This is an optimization exercise on Yosys and OpenROAD, whose aim is small area, not a production implementation. Only simulation tests tie the RTL to the original design; equivalence was not proved. The clock input has no modelled driver; a real chip could not lean on it and would need a root buffer or a full tree. No activity file was given, so power comes from the tool's default toggle rates.

Setup of build 96:
==> flow/design.v <==
module direc (output1,secs_segments,changed,reset,clk);
output [13:0] secs_segments;
output [6:0] output1;
input changed;
input reset;
input clk;
reg       ph2;
reg [2:0] ph7;
reg [1:0] ph3;
wire scan_tick = ~ph2 & ph3[1];
wire sec_inc   = scan_tick & ph7[0];
always @(posedge clk)
if (!reset) begin
  ph2 <= 1'b0; ph7 <= 3'd0; ph3 <= 2'd0;
end else begin
  ph2 <= ~ph2;
  ph7 <= (ph7[2] & ph7[1]) ? 3'd0 : ph7 + 3'd1;
  ph3 <= {ph3[0], ~ph3[1] & ~ph3[0]};
end
reg [3:0] su, mu;
reg [2:0] st, mt;
wire su9 = su[3] & su[0];
wire st5 = st[2] & st[0];
wire mu9 = mu[3] & mu[0];
wire mt5 = mt[2] & mt[0];
wire s_wrap = sec_inc & su9 & st5;
wire e_st = sec_inc & su9;
wire e_mu = e_st & st5;
wire e_mt = e_mu & mu9;
always @(posedge clk)
if (!reset) begin
  su <= 4'd0; st <= 3'd0; mu <= 4'd0; mt <= 3'd0;
end else begin
  su[0] <= su[0] ^ sec_inc;
  su[1] <= su[1] ^ (sec_inc & su[0] & ~su[3]);
  su[2] <= su[2] ^ (sec_inc & su[0] & su[1]);
  su[3] <= su[3] ^ (sec_inc & su[0] & (su[3] | (su[1] & su[2])));
  st[0] <= st[0] ^ e_st;
  st[1] <= st[1] ^ (e_st & st[0] & ~st[2]);
  st[2] <= st[2] ^ (e_st & st[0] & (st[2] | st[1]));
  mu[0] <= mu[0] ^ e_mu;
  mu[1] <= mu[1] ^ (e_mu & mu[0] & ~mu[3]);
  mu[2] <= mu[2] ^ (e_mu & mu[0] & mu[1]);
  mu[3] <= mu[3] ^ (e_mu & mu[0] & (mu[3] | (mu[1] & mu[2])));
  mt[0] <= mt[0] ^ e_mt;
  mt[1] <= mt[1] ^ (e_mt & mt[0] & ~mt[2]);
  mt[2] <= mt[2] ^ (e_mt & mt[0] & (mt[2] | mt[1]));
end
reg [9:0] pos;
wire pos_end = pos[9] & pos[8] & pos[7] & pos[2];
wire [9:0] pos_t;
assign pos_t[0] = scan_tick;
genvar gi;
generate for (gi = 1; gi < 10; gi = gi + 1) begin : g_pos_t
  assign pos_t[gi] = scan_tick & (&pos[gi-1:0]);
end endgenerate
wire low = ~|pos[9:6];
wire [5:0] p = pos[5:0];
wire p1 = low & (p == 6'd1);
wire p5 = low & (p == 6'd5);
reg [1:0] ht;       
reg [3:0] hu;       
wire new_hour = (mt == 3'd0) & ~mu[3] & ~(mu[2] & mu[1]);
wire tens_carry = (hu[3] & hu[0]) | (ht[1] & hu[1] & hu[0]);
wire units_zero = (hu[3] & hu[0]) | (~ht[1] & ~ht[0] & ~hu[2] & hu[1] & hu[0] & ~mu[2]);
always @(posedge clk)
if (!reset) pos <= 10'd1;
else pos <= (pos ^ pos_t) & ~({3'b111, 4'b0000, 1'b1, 2'b00} & {10{scan_tick & pos_end}});
always @(posedge clk)
if (!reset) begin
  ht <= 2'd3; hu <= 4'd15;
end else if (scan_tick) begin
  if (p1 & new_hour & tens_carry) ht <= {~ht[1] & ht[0], ~ht[1] & ~ht[0]};
  if (p5 & new_hour) hu <= units_zero ? 4'd0 : hu + 4'd1;
end
function [6:0] seg;
input [3:0] d;
seg = d == 4'd0 ? 7'b0111111 :
      d == 4'd1 ? 7'b0000110 :
      d == 4'd2 ? 7'b1011011 :
      d == 4'd3 ? 7'b1001111 :
      d == 4'd4 ? 7'b1100110 :
      d == 4'd5 ? 7'b1101101 :
      d == 4'd6 ? 7'b1111101 :
      d == 4'd7 ? 7'b0000111 :
      d == 4'd8 ? 7'b1111111 :
      d == 4'd9 ? 7'b1101111 : 7'b0000000;
endfunction
wire [3:0] dig = p == 6'd2  ? {2'b00, ht} :
                 p == 6'd6  ? hu :
                 p == 6'd29 ? {1'b0, mt} :
                 p == 6'd35 ? mu :
                 p == 6'd58 ? {1'b0, st} :
                 p == 6'd63 ? su : 4'd15;
wire [6:0] tim = low ? seg(dig) : 7'b0000000;
reg [6:0] ecl;
always @(*) begin
  ecl = 7'b0000000;
  if (low & ~p[5] & p[1] & ~p[0])
    case (p[4:2])
      3'd0: ecl = 7'b1111001;
      3'd1: ecl = 7'b0111001;
      3'd2: ecl = 7'b0111000;
      3'd3: ecl = 7'b0110000;
      3'd4: ecl = 7'b1110011;
      3'd5: ecl = 7'b1101101;
      3'd6: ecl = 7'b1111011;
      default: ecl = 7'b0000000;
    endcase
end
assign output1 = changed ? ecl : tim;
assign secs_segments = {~(ht[1] & ht[0] ? 7'b0000000 : seg({2'b00, ht})), ~(hu[3] & hu[2] ? 7'b0000000 : seg(hu))};
endmodule
export LEC_CHECK = 0
export CAP_MARGIN = 20
export CORE_MARGIN = 2
export CORE_UTILIZATION = 40
export SLEW_MARGIN = 20
create_clock -name core_clock -period 5.0 [get_ports {clk}]
standard.sh (not shown) runs the stock make flow with config.mk's settings and CLKGATE_MAP_FILE= SYNTH_SCRIPT=/design/flow/synth_recipe.tcl, a recipe that flattens the netlist after the stock synthesis.
==> flow/flow/run.sh <==
#!/bin/bash
# Layout: the standard flow (standard.sh) with three changes:
# - synthesis maps the logic with three area-oriented ABC scripts and keeps the
#   smallest result (own_synth.tcl); flip-flops are mapped as standard;
# - the port buffers are buf_1;
# - in place of the clock tree, one clock buffer drives each of CLOCK_GROUPS
#   groups of flip-flops (one_clock_buffer.tcl).
# make's output goes to make_flow.log; each ORFS step keeps its log in orfs/logs.
set -euo pipefail
W=$(pwd)
export OWN_WORK=$W
export OWN_ABC_SCRIPTS="$W/flow/abc_a.abc $W/flow/abc_b.abc $W/flow/abc_c.abc"
export CLOCK_BUFFER=sky130_fd_sc_hd__clkbuf_4
export CLOCK_GROUPS=4
bash standard.sh \
  SYNTH_SCRIPT=$W/flow/own_synth.tcl \
  REMOVE_ABC_BUFFERS=1 \
  "BUFFER_PORTS_ARGS=-buffer_cell sky130_fd_sc_hd__buf_1" \
  PRE_CTS_TCL=$W/flow/one_clock_buffer.tcl \
  finish > $W/make_flow.log 2>&1
Other scripts of this flow, unchanged in this note and not shown: flow/flow/abc_a.abc, flow/flow/abc_b.abc, flow/flow/abc_c.abc, flow/flow/one_clock_buffer.tcl, flow/flow/own_synth.tcl
Build 96 | stages: all done | timing, DRC, antenna: all pass
Modified inputs, build 61 compared to build 96
-- flow/design.v --
<<< build 96, line 23
wire st5 = st[2] & st[0];
wire mu9 = mu[3] & mu[0];
wire mt5 = mt[2] & mt[0];
wire s_wrap = sec_inc & su9 & st5;
wire e_st = sec_inc & su9;
wire e_mu = e_st & st5;
>>> build 61, line 23
wire st5 = st[2] & st[0];
wire mu9 = mu[3] & mu[0];
wire e_st = sec_inc & su9;
wire e_mu = e_st & st5;
## What came out
| sequential power | build 96 vs build 61 | ≈ equal |
Diff build 96 -> build 61: xor/xnor cell area share of the yosys netlist held steady; area of placed instances comparable; final period demand of the worst path comparable; number of maximum-capacitance violations now sits at about the same level.
Summary of build 61 over build 96: final total power about even; sum of net half-perimeters after detailed placement was more or less identical; sequential cell count about even; total of fill cells in the finished design did not really move; synthesized cell count ~0 delta.
Worst setup slack: build 61 vs build 96 identical
Build 61 -> build 96: hold slack delta 0, exact match
In every run of this note, the design's own scripts or RTL, not TritonCTS, make the clock network.

## separate check: timing with driven ports
In the flow no input, the clock included, has a driving cell. The finished layouts below were timed again as built, in two steps. Step 1, drivers: a clkbuf_16 drives clk and a buf_2 each remaining input, both assumed. Step 2 moves the port delays by t, midway between the first and last clock arrival at a register: inputs arrive t later, outputs are due t later. That takes back most of the time a late clock gives input paths. a / b / c = ideal / step 1 / step 2; a / b = the first two.
| run | t (ns) | setup WS [ns] | worst setup path after step 2 | worst slew at a driven data input, ns |
|---|---|---|---|---|
| build 96 | 0.205 | 1.020 / 0.974 / 1.179 | register to output | 0.03 |
| build 61 | 0.205 | 1.020 / 0.974 / 1.179 | register to output | 0.03 |
After both steps every run listed still meets setup and hold.
